From an optimization exercise on the open Yosys and OpenROAD flow, aimed at small area; shortcuts taken in it are not production practice. Function was checked by simulation only, so behaviour that the tests miss may differ from the original. Power is estimated from default activity; no workload was simulated.

==> inputs of maple <==
==> flow/design.v <==
module TCAM_TOP (
        input                   CLK
       ,input                   RESET
       ,input                   SEARCH
       ,input                   SETTING
       ,input   [127:0]         KEY
       ,input   [15:0]          SETTING_ID
       ,input   [17:0]          SETTING_MASKID
       ,input   [15:0]          SETTING_PRIORITY
       ,output  [15:0]          RULEID
       ,output                  SETTING_COMPLETE
       ,output                  SEARCH_COMPLETE
       ,output                  MISMATCH
       ,input                   DDR3_AVL_INIT
       ,input   [255:0]         DDR3_AVL_READDATA
       ,input                   DDR3_AVL_WAITREQUEST
       ,input                   DDR3_AVL_READDATAVALID
       ,output                  DDR3_AVL_READ
       ,output                  DDR3_AVL_WRITE
       ,output  [18:0]          DDR3_AVL_ADDRESS
       ,output  [255:0]         DDR3_AVL_WRITEDATA
       ,output                  DDR3_AVL_BURSTCOUNT
       ,output                  DDR3_AVL_INITCOMPLETE
	);
    reg search_s1, setting_s1, search_s2, setting_s2;
    always @(posedge CLK or posedge RESET)
        if (RESET) begin
            search_s1 <= 0; setting_s1 <= 0; search_s2 <= 0; setting_s2 <= 0;
        end else begin
            search_s1 <= SEARCH;    setting_s1 <= SETTING;
            search_s2 <= search_s1; setting_s2 <= setting_s1;
        end
    localparam S_IDLE = 4'd0, S_SHIFT = 4'd1, S_RD1 = 4'd2, S_RD2 = 4'd3, S_READ = 4'd4,
               S_MODIFY = 4'd5, S_STWR = 4'd6, S_WRITE = 4'd7, S_COUNT = 4'd8;
    reg [3:0] sc_state;
    reg [2:0] frag_cnt;           
    reg       search_mode, setting_mode;
    reg       sc_read, sc_write;
    reg [1:0] mod_cnt;            
    wire      drv_wr, drv_rdv;    
    always @(posedge CLK or posedge RESET)
        if (RESET) begin
            frag_cnt <= 3'd0; search_mode <= 0; setting_mode <= 0; sc_state <= S_IDLE;
            sc_read <= 0; sc_write <= 0; mod_cnt <= 0;
        end else begin
            mod_cnt <= (sc_state == S_MODIFY) ? mod_cnt + 1'b1 : 2'd0;
            case (sc_state)
                S_IDLE: begin
                    sc_read <= 0; sc_write <= 0;
                    search_mode <= 0; setting_mode <= 0; frag_cnt <= 3'd0;
                    if (setting_s2)     begin setting_mode <= 1'b1; sc_state <= S_SHIFT; end
                    else if (search_s2) begin search_mode  <= 1'b1; sc_state <= S_SHIFT; end
                end
                S_SHIFT: sc_state <= S_RD1;
                S_RD1:   sc_state <= S_RD2;
                S_RD2:   sc_state <= S_READ;
                S_READ: begin
                    sc_read <= 1'b1;
                    if (drv_wr & !drv_rdv) sc_read <= 1'b0;
                    else if (drv_wr & drv_rdv & setting_mode) begin sc_read <= 1'b0; sc_state <= S_MODIFY; end
                    else if (drv_wr & drv_rdv & search_mode) begin sc_read <= 1'b0; sc_state <= S_COUNT; end
                end
                S_MODIFY: if (mod_cnt == 2'd3) sc_state <= S_STWR;
                S_STWR:  sc_state <= S_WRITE;
                S_WRITE: begin
                    sc_write <= 1'b1;
                    if (drv_wr) sc_state <= S_COUNT;
                end
                S_COUNT: begin
                    sc_read <= 1'b0; sc_write <= 1'b0;
                    if (frag_cnt != 3'd7) begin frag_cnt <= frag_cnt + 1'b1; sc_state <= S_SHIFT; end
                    else sc_state <= S_IDLE;
                end
                default: sc_state <= sc_state;
            endcase
        end
    wire sc_sdv = (sc_state == S_COUNT) & search_mode;
    wire seg_search_complete = ~search_mode & ~RESET;
    assign SETTING_COMPLETE  = ~setting_mode & ~RESET;
    wire [2:0] avs_idx = (sc_state == S_SHIFT || sc_state == S_RD1) ? frag_cnt - 1'b1 : frag_cnt;
    reg [15:0] key_frag;
    always @* begin
        case (avs_idx)
            3'd0: key_frag = KEY[ 15:  0];
            3'd1: key_frag = KEY[ 31: 16];
            3'd2: key_frag = KEY[ 47: 32];
            3'd3: key_frag = KEY[ 63: 48];
            3'd4: key_frag = KEY[ 79: 64];
            3'd5: key_frag = KEY[ 95: 80];
            3'd6: key_frag = KEY[111: 96];
            default: key_frag = KEY[127:112];
        endcase
    end
    localparam M_IDLE = 2'd0, M_INIT = 2'd1, M_READ = 2'd2, M_WRITE = 2'd3;
    reg         avs_init, avs_read, avs_write;
    always @(posedge CLK or posedge RESET)
        if (RESET) begin avs_init <= 0; avs_read <= 0; avs_write <= 0; end
        else begin avs_init <= DDR3_AVL_INIT; avs_read <= sc_read; avs_write <= sc_write; end
    reg [1:0]   m_state;
    reg         init_complete;
    reg         st_wr, st_rdv;
    reg [3:0]   burst_cnt;
    reg [18:0]  m_addr;
    wire max_addr = &m_addr;
    always @(posedge CLK or posedge RESET)
        if (RESET) begin
            m_state <= M_IDLE; init_complete <= 0;
        end else begin
            case (m_state)
                M_IDLE: begin
                    if (avs_init) begin init_complete <= 0; m_state <= M_INIT; end
                    else if (avs_read) m_state <= M_READ;
                    else if (avs_write) m_state <= M_WRITE;
                end
                M_INIT: if (!DDR3_AVL_WAITREQUEST & max_addr & burst_cnt == 0) begin
                    init_complete <= 1; m_state <= M_IDLE;
                end
                M_READ: if (!DDR3_AVL_WAITREQUEST & DDR3_AVL_READDATAVALID) m_state <= M_IDLE;
                M_WRITE: if (!DDR3_AVL_WAITREQUEST) m_state <= M_IDLE;
            endcase
        end
    always @(posedge CLK) begin
        st_wr  <= (m_state != M_IDLE);
        st_rdv <= (m_state == M_IDLE) ? ~(~avs_init & avs_read)
                : (m_state == M_READ) ? (st_rdv | (~DDR3_AVL_WAITREQUEST & DDR3_AVL_READDATAVALID))
                : st_rdv;
    end
    wire addr_take = (m_state == M_IDLE) & ~avs_init & (avs_read | avs_write);
    wire addr_zero = (m_state == M_IDLE) & avs_init;
    wire addr_inc  = (m_state == M_INIT) & ~DDR3_AVL_WAITREQUEST & (burst_cnt == 4'd0) & ~max_addr;
    wire addr_hold = ~addr_take & ~addr_zero & ~addr_inc;
    wire [18:0] addr_next = m_addr + 1'b1;
    wire burst_inc  = (m_state == M_INIT) & (DDR3_AVL_WAITREQUEST | (burst_cnt != 4'd0));
    wire burst_hold = ~addr_zero & ~burst_inc;
    wire [3:0] burst_next = burst_cnt + 1'b1;
    always @(posedge CLK) begin
        m_addr    <= ({19{addr_take}} & {avs_idx, key_frag}) | ({19{addr_inc}} & addr_next)
                   | ({19{addr_hold}} & m_addr);
        burst_cnt <= ({4{burst_inc}} & burst_next) | ({4{burst_hold}} & burst_cnt);
    end
    assign drv_wr  = st_wr;
    assign drv_rdv = st_rdv;
    assign DDR3_AVL_BURSTCOUNT   = 1'b1;
    assign DDR3_AVL_WRITE        = (m_state == M_WRITE) | (m_state == M_INIT);
    assign DDR3_AVL_READ         = (m_state == M_READ);
    assign DDR3_AVL_ADDRESS      = m_addr;
    reg  [179:0] rdata;
    assign DDR3_AVL_WRITEDATA    = {76'd0, rdata[178], m_state[1], rdata[177:0]};
    assign DDR3_AVL_INITCOMPLETE = init_complete;
    wire take_init  = (m_state == M_IDLE) & avs_init;
    wire take_write = (m_state == M_IDLE) & ~avs_init & ~avs_read & avs_write;
    wire sel_mem    = DDR3_AVL_READDATAVALID;
    wire sel_rule   = ~DDR3_AVL_READDATAVALID & ~take_init & take_write & ~rdata[178];
    wire hold_hi    = ~DDR3_AVL_READDATAVALID & ~take_init;
    wire hold_lo    = hold_hi & ~sel_rule;
    wire [177:0] rule_bits = {SETTING_ID, SETTING_MASKID, KEY, SETTING_PRIORITY};
    always @(posedge CLK) begin
        rdata[179:178] <= ({2{sel_mem}} & DDR3_AVL_READDATA[179:178]) | ({2{hold_hi}} & rdata[179:178]);
        rdata[177:0]   <= ({178{sel_mem}} & DDR3_AVL_READDATA[177:0]) | ({178{sel_rule}} & rule_bits)
                        | ({178{hold_lo}} & rdata[177:0]);
    end
    reg         r_id_valid;
    reg [15:0]  r_id, r_prio;
    reg [17:0]  r_mask;
    reg [125:0] r_ckey;
    reg sdv_d, sdv_dd, sdv_d3, sdv_d4, sdv_d5, sdv_d6;
    reg mask_complete;    
    always @(posedge CLK or posedge RESET)
        if (RESET) r_id_valid <= 0;
        else if (sdv_dd) r_id_valid <= ~rdata[179] & rdata[178];
    always @(posedge CLK)
        if (sdv_dd) begin
            r_mask <= rdata[161:144];
            r_ckey <= rdata[141:16];
        end
    always @(posedge CLK)
        if (sdv_d6) begin
            r_id   <= rdata[177:162];
            r_prio <= rdata[15:0];
        end
    always @(posedge CLK or posedge RESET)
        if (RESET) begin
            sdv_d <= 0; sdv_dd <= 0; sdv_d3 <= 0; sdv_d4 <= 0; sdv_d5 <= 0; sdv_d6 <= 0; mask_complete <= 0;
        end else begin
            sdv_d <= sc_sdv; sdv_dd <= sdv_d; sdv_d3 <= sdv_dd; sdv_d4 <= sdv_d3; sdv_d5 <= sdv_d4; sdv_d6 <= sdv_d5;
            mask_complete <= seg_search_complete;
        end
    wire p_sdv      = sc_sdv & ~sdv_d;
    wire w_new_id   = p_sdv & r_id_valid;
    reg id_update;
    always @(posedge CLK or posedge RESET)
        if (RESET) id_update <= 0;
        else id_update <= w_new_id;
    wire [17:0] grp_ok;
    genvar gi;
    generate for (gi = 0; gi < 18; gi = gi + 1) begin : grp
        assign grp_ok[gi] = r_mask[gi] | (r_ckey[7*gi +: 7] == KEY[7*gi +: 7]);
    end endgenerate
    reg cf_complete;      
    always @(posedge CLK or posedge RESET)
        if (RESET) cf_complete <= 0; else cf_complete <= mask_complete;
    wire p_mc   = mask_complete & ~cf_complete;
    reg        first_mc;      
    wire [15:0] kf_bits = {key_frag[15:14] & {2{avs_idx != 3'd7}}, key_frag[13:0]};
    reg         key_zero;
    always @(posedge CLK)
        if (sc_state == S_SHIFT && frag_cnt == 3'd0) key_zero <= ~|kf_bits;
        else key_zero <= key_zero & ~|kf_bits;
    reg        iu_d, iu_d2, iu_d3, iu_d4, iu_d5;
    reg        c_match, c_match_d, cf_valid;
    always @(posedge CLK or posedge RESET)
        if (RESET) begin
            first_mc <= 1; c_match <= 1; c_match_d <= 0;
            iu_d <= 0; iu_d2 <= 0; iu_d3 <= 0; iu_d4 <= 0; iu_d5 <= 0;
            cf_valid <= 0;
        end else begin
            iu_d <= id_update; iu_d2 <= iu_d; iu_d3 <= iu_d2; iu_d4 <= iu_d3; iu_d5 <= iu_d4;
            c_match_d <= c_match;
            if (p_mc) begin
                first_mc <= 0;
                c_match <= first_mc | key_zero;
            end else if (id_update)
                c_match <= &grp_ok;
            cf_valid <= c_match_d;
        end
    reg cc_d;
    always @(posedge CLK or posedge RESET)
        if (RESET) cc_d <= 0; else cc_d <= cf_complete;
    wire p_cc    = cf_complete & ~cc_d;
    wire       cand_load = cf_valid & ~cf_complete;
    reg        cand_new, cand_cmp, pcc_d;
    reg [15:0] best_id, best_prio;
    reg        mismatch;
    always @(posedge CLK or posedge RESET)
        if (RESET) begin
            cand_new <= 0; cand_cmp <= 0; pcc_d <= 0;
            best_id <= 0; best_prio <= 0;
            mismatch <= 1;
        end else begin
            cand_new <= cand_load;
            cand_cmp <= cand_new;
            pcc_d    <= p_cc;
            if (pcc_d) begin best_id <= 0; best_prio <= 0; end
            else if (cand_cmp && (iu_d4 | iu_d5) && r_prio > best_prio) begin best_id <= r_id; best_prio <= r_prio; end
            if (p_cc) mismatch <= 1'b1;
            else if (cand_load) mismatch <= 1'b0;
        end
    assign RULEID          = best_id;
    assign MISMATCH        = mismatch;
    assign SEARCH_COMPLETE = pcc_d;
endmodule
==> flow/flow/run.sh <==
#!/bin/bash
# Standard ORFS layout (the standard.sh) with three changes that only
# affect cell choice, not the design or its constraints:
#  - synthesis maps logic with an area-oriented ABC script (flow/abc_area.script);
#    registers are untouched (ABC maps combinational logic only),
#  - ports are buffered with the smallest buffer (buf_1),
#  - CTS uses small clock buffers on small sink clusters, no dummy loads.
# Each tool writes its own log under orfs/logs; make's output is standard.log.
HERE=$(pwd)
{ head -n 1 synth_recipe.tcl
  echo "proc abc {args} { set i [lsearch \$args -script]; if {\$i >= 0} { lset args [expr {\$i + 1}] $HERE/flow/abc_area.script }; yosys abc {*}\$args }"
  tail -n +2 synth_recipe.tcl; } > synth_area.tcl
export BUFFER_PORTS_ARGS="-buffer_cell sky130_fd_sc_hd__buf_1"
export CTS_ARGS="-sink_clustering_enable -repair_clock_nets -dont_use_dummy_load -sink_clustering_size 8 -sink_clustering_max_diameter 40 -buf_list {sky130_fd_sc_hd__clkbuf_4 sky130_fd_sc_hd__clkbuf_8} -sink_clustering_buffer sky130_fd_sc_hd__clkbuf_4"
bash standard.sh SYNTH_SCRIPT=$HERE/synth_area.tcl finish > standard.log 2>&1
==> flow/flow/abc_area.script <==
&get -n
&st
&dch -f
&nf -a -R 1000
&put
==> flow/standard.sh <==
#!/bin/bash
# synth_recipe.tcl (not shown) runs the flow's synth.tcl, then flattens the netlist and writes it again
# the make line also repeats each setting of config.mk as NAME=value (left out here)
make -C /OpenROAD-flow-scripts/flow DESIGN_CONFIG=/design/flow/config.mk WORK_HOME=/design/flow/orfs CLKGATE_MAP_FILE= SYNTH_SCRIPT=/design/flow/synth_recipe.tcl "${@:-finish}"
==> flow/config.mk <==
export PLATFORM = sky130hd
export DESIGN_NAME = TCAM_TOP
export DESIGN_NICKNAME = TCAM_TOP
export VERILOG_FILES = /design/flow/design.v
export SDC_FILE = /design/flow/constraint.sdc
export NUM_CORES = 4
export LEC_CHECK = 0
export CAP_MARGIN = 20
export CORE_MARGIN = 2
export CORE_UTILIZATION = 40
export PLACE_DENSITY = 0.75
export SLEW_MARGIN = 20
==> flow/constraint.sdc <==
create_clock -name core_clock -period 10.0 [get_ports {CLK}]
set_input_delay 2.0000 -clock core_clock [delete_from_list [all_inputs] [get_ports {CLK}]]
set_output_delay 2.0000 -clock core_clock [all_outputs]
set_load 0.01 [all_outputs]
==> cedar (differences from maple) <==
- PLACE_DENSITY: 0.75 -> default
==> zinc (differences from maple) <==
--- a/flow/design.v
+++ b/flow/design.v
@@ -96,4 +96,5 @@
     always @(posedge CLK or posedge RESET)
-        if (RESET) begin avs_init <= 0; avs_read <= 0; avs_write <= 0; end
-        else begin avs_init <= DDR3_AVL_INIT; avs_read <= sc_read; avs_write <= sc_write; end
+        if (RESET) avs_init <= 0;
+        else avs_init <= DDR3_AVL_INIT;
+    always @(posedge CLK) begin avs_read <= sc_read; avs_write <= sc_write; end
     reg [1:0]   m_state;
@@ -180,9 +181,6 @@
         end
-    always @(posedge CLK or posedge RESET)
-        if (RESET) begin
-            sdv_d <= 0; sdv_dd <= 0; sdv_d3 <= 0; sdv_d4 <= 0; sdv_d5 <= 0; sdv_d6 <= 0; mask_complete <= 0;
-        end else begin
-            sdv_d <= sc_sdv; sdv_dd <= sdv_d; sdv_d3 <= sdv_dd; sdv_d4 <= sdv_d3; sdv_d5 <= sdv_d4; sdv_d6 <= sdv_d5;
-            mask_complete <= seg_search_complete;
-        end
+    always @(posedge CLK) begin
+        sdv_d <= sc_sdv; sdv_dd <= sdv_d; sdv_d3 <= sdv_dd; sdv_d4 <= sdv_d3; sdv_d5 <= sdv_d4; sdv_d6 <= sdv_d5;
+        mask_complete <= seg_search_complete;
+    end
     wire p_sdv      = sc_sdv & ~sdv_d;
@@ -190,5 +188,3 @@
     reg id_update;
-    always @(posedge CLK or posedge RESET)
-        if (RESET) id_update <= 0;
-        else id_update <= w_new_id;
+    always @(posedge CLK) id_update <= w_new_id;
     wire [17:0] grp_ok;
@@ -199,4 +195,3 @@
     reg cf_complete;      
-    always @(posedge CLK or posedge RESET)
-        if (RESET) cf_complete <= 0; else cf_complete <= mask_complete;
+    always @(posedge CLK) cf_complete <= mask_complete;
     wire p_mc   = mask_complete & ~cf_complete;
@@ -209,2 +204,5 @@
     reg        iu_d, iu_d2, iu_d3, iu_d4, iu_d5;
+    always @(posedge CLK) begin
+        iu_d <= id_update; iu_d2 <= iu_d; iu_d3 <= iu_d2; iu_d4 <= iu_d3; iu_d5 <= iu_d4;
+    end
     reg        c_match, c_match_d, cf_valid;
@@ -213,6 +211,4 @@
             first_mc <= 1; c_match <= 1; c_match_d <= 0;
-            iu_d <= 0; iu_d2 <= 0; iu_d3 <= 0; iu_d4 <= 0; iu_d5 <= 0;
             cf_valid <= 0;
         end else begin
-            iu_d <= id_update; iu_d2 <= iu_d; iu_d3 <= iu_d2; iu_d4 <= iu_d3; iu_d5 <= iu_d4;
             c_match_d <= c_match;
@@ -226,4 +222,3 @@
     reg cc_d;
-    always @(posedge CLK or posedge RESET)
-        if (RESET) cc_d <= 0; else cc_d <= cf_complete;
+    always @(posedge CLK) cc_d <= cf_complete;
     wire p_cc    = cf_complete & ~cc_d;
@@ -231,2 +226,3 @@
     reg        cand_new, cand_cmp, pcc_d;
+    always @(posedge CLK) begin cand_new <= cand_load; cand_cmp <= cand_new; end
     reg [15:0] best_id, best_prio;
@@ -235,3 +231,3 @@
         if (RESET) begin
-            cand_new <= 0; cand_cmp <= 0; pcc_d <= 0;
+            pcc_d <= 0;
             best_id <= 0; best_prio <= 0;
@@ -239,4 +235,2 @@
         end else begin
-            cand_new <= cand_load;
-            cand_cmp <= cand_new;
             pcc_d    <= p_cc;
- PLACE_DENSITY: 0.75 -> default
==> harbor (differences from maple) <==
--- a/flow/flow/run.sh
+++ b/flow/flow/run.sh
@@ -13,3 +13,3 @@
 export BUFFER_PORTS_ARGS="-buffer_cell sky130_fd_sc_hd__buf_1"
-export CTS_ARGS="-sink_clustering_enable -repair_clock_nets -dont_use_dummy_load -sink_clustering_size 8 -sink_clustering_max_diameter 40 -buf_list {sky130_fd_sc_hd__clkbuf_4 sky130_fd_sc_hd__clkbuf_8} -sink_clustering_buffer sky130_fd_sc_hd__clkbuf_4"
+export CTS_ARGS="-sink_clustering_enable -repair_clock_nets -dont_use_dummy_load -sink_clustering_size 9 -sink_clustering_max_diameter 36 -buf_list {sky130_fd_sc_hd__clkbuf_4 sky130_fd_sc_hd__clkbuf_8} -sink_clustering_buffer sky130_fd_sc_hd__clkbuf_4"
 bash standard.sh SYNTH_SCRIPT=$HERE/synth_area.tcl finish > standard.log 2>&1
- PLACE_DENSITY: 0.75 -> default
==> summary of the runs <==
Worst hold slack is about the same in zinc and cedar.
Against zinc, the cell count of harbor is lower by 0.31%.
Between cedar and zinc, the lower synthesized cell count is in cedar (gap about 0.9%, measured against zinc).
Of zinc and cedar, cedar has the higher global-route usage (gap 1.6 points).
Against maple, the sequential share of layout area of zinc is lower by 0.30 points.
Area after synthesis is about the same in maple and zinc.
Via count, lowest first: zinc, cedar, harbor, maple.
In final area, zinc and harbor hardly differ.
Against cedar, the combinational power of zinc is lower by about 7%.
In die area, maple and zinc hardly differ.
==> figures <==
metric                                                                  zinc                    cedar                    maple                   harbor
Run status                                          timing/DRC/antenna clean  timing/DRC/antenna clean  timing/DRC/antenna clean  timing/DRC/antenna clean
Launch point of the worst hold path                            iu_d2$_DFF_P_         sdv_d4$_DFF_PP0_       cand_new$_DFF_PP0_      search_s1$_DFF_PP0_
Reg2Reg Depth                                                             10                       11                       12                       11
Power drawn by the combinational cells                               1.66 mW                  1.78 mW                  1.81 mW                  1.78 mW
Layout cell share with drive strength beyond 1                        5.535%                   5.309%                   5.443%                   5.397%
Initial antenna violation count                                           16                       35                       44                       37
Share of cell area taken by multi-input logic gates                   27.80%                   27.42%                   27.42%                   27.40%
Via count of the first global-routing pass                             14755                    14822                    14990                    14824
Hold Path End                                                  iu_d3$_DFF_P_         sdv_d5$_DFF_PP0_       cand_cmp$_DFF_PP0_      search_s2$_DFF_PP0_
Post-synth design cell area                                       19850 um^2               19870 um^2               19870 um^2               19870 um^2
Crit Reg-Reg Startpoint                              sc_state[3]$_DFFE_PP0P_  sc_state[0]$_DFFE_PP0P_  sc_state[1]$_DFFE_PP0P_  sc_state[1]$_DFFE_PP0P_
Signal buffers share of area                                          10.79%                   10.74%                   10.75%                   10.73%
Final total power                                                   5.145 mW                 5.289 mW                 5.316 mW                 5.302 mW
Global routing usage on met3                                          6.596%                   9.382%                   6.829%                   8.980%
Post-Place Setup Slack                                               4777 ps                  4736 ps                  4823 ps                  4736 ps
Max IR drop VDD                                                    0.1235 mV                0.1034 mV                0.1212 mV                0.1083 mV
Max transition margin                                                 24.16%                   17.15%                   18.09%                   16.51%
Met3 wire len                                                        6381 um                  8284 um                  7235 um                  8172 um
Arr. time, crit path                                                 5020 ps                  5070 ps                  5070 ps                  5110 ps
Final clock skew                                                    82.69 ps                 96.82 ps                 81.91 ps                 82.20 ps
Sequential share of cell area                                         51.11%                   51.50%                   51.41%                   51.47%

port drivers added, routing unchanged:
No port has a modelled driver above. Below, the same layouts with a new extraction and two added sets of constraints.
Step 1 assumes that a clkbuf_16 drives the clock port and a buf_2 every other input.
Step 2 also shifts input and output timing later by t, the mid clock arrival at the registers, as if the neighbouring blocks saw the same clock.
a / b / c = ideal ports / drivers / drivers and shift; a / b = the first two.
| run | t, ns | setup WS [ns] | latest minus earliest clock arrival (ns) |
|---|---|---|---|
| maple | 0.668 | 5.501 / 5.513 / 4.859 | 0.083 / 0.082 |
| cedar | 0.652 | 5.522 / 5.534 / 4.903 | 0.102 / 0.102 |
| zinc | 0.661 | 5.520 / 5.538 / 4.891 | 0.088 / 0.087 |
| harbor | 0.670 | 5.499 / 5.525 / 4.861 | 0.082 / 0.082 |
After both steps every run listed still meets setup and hold. For maple, which loses most, drivers alone change the setup slack by +0.012 ns; drivers and shift together by -0.642 ns.
